From an optimization exercise on the open Yosys and OpenROAD flow, aimed at small area and a short achievable clock period; shortcuts taken in it are not production practice. The RTL was checked by simulation tests, not by an equivalence proof against the original design. Power is estimated from default activity; no workload was simulated.

// rcore_iu_top
module rcore_iu_top(
    clk,
    rst_n,
    idu_iu_pipe_sel,
    idu_iu_inst_opcode,
    idu_iu_inst_src0,
    idu_iu_inst_src1,
    idu_iu_inst_src2,
    idu_iu_inst_dstid,
    iu_rb_dstid,
    iu_rb_data_vld,
    iu_rb_data
);
export LEC_CHECK = 0
export CAP_MARGIN = 20
export CORE_MARGIN = 2
export CORE_UTILIZATION = 40
export SLEW_MARGIN = 20
create_clock -name core_clock -period 8.0 [get_ports {clk}]
standard.sh (not shown) runs the stock make flow with config.mk's settings and CLKGATE_MAP_FILE= SYNTH_SCRIPT=/design/flow/synth_recipe.tcl, a recipe that flattens the netlist after the stock synthesis.
==> flow/flow/run.sh <==
#!/bin/bash
# The standard ORFS layout (standard.sh) with these changes:
#  - ports buffered by sky130_fd_sc_hd__buf_1 instead of the delay buffer buffer_ports picks;
#  - extra ORFS settings given on the make command line: SETUP_SLACK_MARGIN=4.5
set -euo pipefail
export BUFFER_PORTS_ARGS="-buffer_cell sky130_fd_sc_hd__buf_1"
bash standard.sh SETUP_SLACK_MARGIN=4.5 finish > standard.log 2>&1
Rerun with:
==> flow/run.sh (new file) <==
#!/bin/bash
# synth_recipe.tcl (not shown) runs the flow's synth.tcl, then flattens the netlist and writes it again
# the make line also repeats each setting of config.mk as NAME=value (left out here)
make -C /OpenROAD-flow-scripts/flow DESIGN_CONFIG=/design/flow/config.mk WORK_HOME=/design/flow/orfs CLKGATE_MAP_FILE= SYNTH_SCRIPT=/design/flow/synth_recipe.tcl finish
Settings changed: SETUP_SLACK_MARGIN from default to 4.
removed: flow/flow/run.sh
removed: flow/standard.sh
The changed run finished with timing, DRC and antenna clean.
Power rose by 3.0%.
Global-route usage rose by 1.0 points.
Critical path depth fell by 3.
Final area rose by 11%.
Routed wire length rose by 4.0%.
Area after synthesis is unchanged.
Final cell count fell by 1.3%.
Via count fell by 2.0%.
Setup slack improved by 22 ps.
Non-clock buffer count fell by 16.
Die area stays the same.


Setup of run A:
The RTL this note starts from:
==> flow/design.v <==
module rcore_iu_alu(
    clk,
    rst_n,
    idu_iu_pipe_sel,
    idu_iu_inst_opcode,
    idu_iu_inst_src0,
    idu_iu_inst_src1,
    idu_iu_inst_src2,
    idu_iu_inst_dstid,
    iu_rb_dstid,
    iu_rb_data_vld,
    iu_rb_data
);
input                       clk;
input                       rst_n;
input                       idu_iu_pipe_sel;
input           [7  :0]     idu_iu_inst_opcode;
input           [63 :0]     idu_iu_inst_src0;
input           [63 :0]     idu_iu_inst_src1;
input           [63 :0]     idu_iu_inst_src2;
input           [7  :0]     idu_iu_inst_dstid;
output          [7  :0]     iu_rb_dstid;
output          [63 :0]     iu_rb_data;
output                      iu_rb_data_vld;
reg                         result_data_vld_r;
reg             [7  :0]     inst_dstid_r;
reg             [63 :0]     result_sum_r;
reg                         result_w32_r;
wire            [3  :0]     op = idu_iu_inst_opcode[3:0];
wire                        op_sub = op[2] | (op[1] & op[0]);
wire                        op_w32 = ~op[0];
wire            [63 :0]     src1_inv = idu_iu_inst_src1 ^ {64{op_sub}};
wire            [63 :0]     sum      = idu_iu_inst_src0 + src1_inv + {63'b0, op_sub};
always @(posedge clk or negedge rst_n)
begin
    if (!rst_n)
        result_data_vld_r <= 1'b0;
    else
        result_data_vld_r <= idu_iu_pipe_sel;
end
always @(posedge clk)
begin
    inst_dstid_r[7:0]  <= idu_iu_inst_dstid[7:0];
    result_sum_r[63:0] <= sum[63:0];
    result_w32_r       <= op_w32;
end
assign iu_rb_data_vld    = result_data_vld_r;
assign iu_rb_dstid[7:0]  = inst_dstid_r[7:0];
assign iu_rb_data[31:0]  = result_sum_r[31:0];
assign iu_rb_data[63:32] = result_w32_r ? {32{result_sum_r[31]}} : result_sum_r[63:32];
endmodule
module rcore_iu_top(
    clk,
    rst_n,
    idu_iu_pipe_sel,
    idu_iu_inst_opcode,
    idu_iu_inst_src0,
    idu_iu_inst_src1,
    idu_iu_inst_src2,
    idu_iu_inst_dstid,
    iu_rb_dstid,
    iu_rb_data_vld,
    iu_rb_data
);
input                       clk;
input                       rst_n;
input           [4  :0]     idu_iu_pipe_sel;
input           [7  :0]     idu_iu_inst_opcode;
input           [63 :0]     idu_iu_inst_src0;
input           [63 :0]     idu_iu_inst_src1;
input           [63 :0]     idu_iu_inst_src2;
input           [7  :0]     idu_iu_inst_dstid;
output          [7  :0]     iu_rb_dstid;
output          [63 :0]     iu_rb_data;
output                      iu_rb_data_vld;
wire            [7  :0]     idu_iu_inst_opcode_w;
wire            [63 :0]     idu_iu_inst_src0_w;
wire            [63 :0]     idu_iu_inst_src1_w;
wire            [63 :0]     idu_iu_inst_src2_w;
wire            [7  :0]     idu_iu_inst_dstid_w;
wire                        idu_iu_pipe_sel_alu;
rcore_iu_alu x_rcore_iu_alu (
  .clk                      (clk),
  .rst_n                    (rst_n),
  .idu_iu_pipe_sel          (idu_iu_pipe_sel_alu),
  .idu_iu_inst_opcode       (idu_iu_inst_opcode_w),
  .idu_iu_inst_src0         (idu_iu_inst_src0_w),
  .idu_iu_inst_src1         (idu_iu_inst_src1_w),
  .idu_iu_inst_src2         (idu_iu_inst_src2_w),
  .idu_iu_inst_dstid        (idu_iu_inst_dstid_w),
  .iu_rb_dstid              (iu_rb_dstid),
  .iu_rb_data_vld           (iu_rb_data_vld),
  .iu_rb_data               (iu_rb_data)
);
assign idu_iu_inst_opcode_w[7:0] = idu_iu_inst_opcode[7:0];
assign idu_iu_inst_src0_w[63:0]  = idu_iu_inst_src0[63 :0];
assign idu_iu_inst_src1_w[63:0]  = idu_iu_inst_src1[63:0];
assign idu_iu_inst_src2_w[63:0]  = idu_iu_inst_src2[63:0];
assign idu_iu_inst_dstid_w[7:0]  = idu_iu_inst_dstid[7:0];
assign idu_iu_pipe_sel_alu       = idu_iu_pipe_sel[0];
endmodule
Settings: LEC_CHECK=0, CAP_MARGIN=20, CORE_MARGIN=2, CORE_UTILIZATION=40, SLEW_MARGIN=20; clock period 8.0 ns.
==> flow/flow/run.sh <==
#!/bin/bash
# The standard ORFS layout (standard.sh) with these changes:
#  - ports buffered by sky130_fd_sc_hd__buf_1 instead of the delay buffer buffer_ports picks;
#  - extra ORFS settings given on the make command line: ADDER_MAP_FILE= SETUP_SLACK_MARGIN=4.5
set -euo pipefail
export BUFFER_PORTS_ARGS="-buffer_cell sky130_fd_sc_hd__buf_1"
bash standard.sh ADDER_MAP_FILE= SETUP_SLACK_MARGIN=4.5 finish > standard.log 2>&1
Run A ended with every stage complete and zero timing, DRC or antenna violations.
For run B, these inputs were changed with respect to run A:
==> flow/flow/run.sh <==
#!/bin/bash
# Standard ORFS layout, with the ports buffered by the smallest plain buffer
# instead of the delay buffer buffer_ports picks by default.
set -euo pipefail
export BUFFER_PORTS_ARGS="-buffer_cell sky130_fd_sc_hd__buf_1"
bash standard.sh > standard.log 2>&1
Notes after the runs:
Re switching power of the nets: run A and run B aren't equal, and the higher value belongs to run A.
Going from run A to run B, area growth from synthesis to layout -21 points, total number of clock tree sinks about even, combinational cell fraction of total power -13 points.
### run B -> run C
==> flow/run.sh (new file) <==
#!/bin/bash
# synth_recipe.tcl (not shown) runs the flow's synth.tcl, then flattens the netlist and writes it again
# the make line also repeats each setting of config.mk as NAME=value (left out here)
make -C /OpenROAD-flow-scripts/flow DESIGN_CONFIG=/design/flow/config.mk WORK_HOME=/design/flow/orfs CLKGATE_MAP_FILE= SYNTH_SCRIPT=/design/flow/synth_recipe.tcl finish
removed: flow/flow/run.sh
removed: flow/standard.sh
==> summary.txt <==
Final standard cell count with taps included and fillers excluded delta (run B -> run C): insignificant. Per the comparison of run C with run B, combinational power share went up, register share of the cell area now smaller.

-- static timing again, ports no longer ideal --
Ports are ideal in the flow. The routed layouts listed here were re-timed in OpenROAD. Step 1 sets driving cells, clkbuf_16 on the clock port and buf_2 on the other inputs (assumed; they add their load-dependent delay and slew). Step 2 moves the port delays by t, midway between the first and last clock arrival at a register: inputs arrive t later, outputs are due t later. That takes back most of the time a late clock gives input paths. Slacks: no drivers / after step 1 / after step 2; pairs: no drivers / after step 1.
run	shift t [ns]	slack for setup (ns)	slew at the worst register clock pin (ns)	worst data-port slew with drivers (ns)
the first run of note 1	0.383	3.701 / 3.692 / 3.309	0.06 / 0.06	0.06
the second run of note 1	0.388	3.723 / 3.727 / 3.339	0.06 / 0.06	0.06
run A	0.393	3.844 / 3.826 / 3.433	0.07 / 0.07	0.08
run B	0.387	2.769 / 2.788 / 2.401	0.07 / 0.07	0.05
run C	0.379	2.223 / 2.236 / 1.858	0.07 / 0.07	0.05
After both steps every run listed still meets setup and hold. The setup slack of run A, which loses most, moves by -0.018 ns with the drivers and by -0.411 ns with both steps.
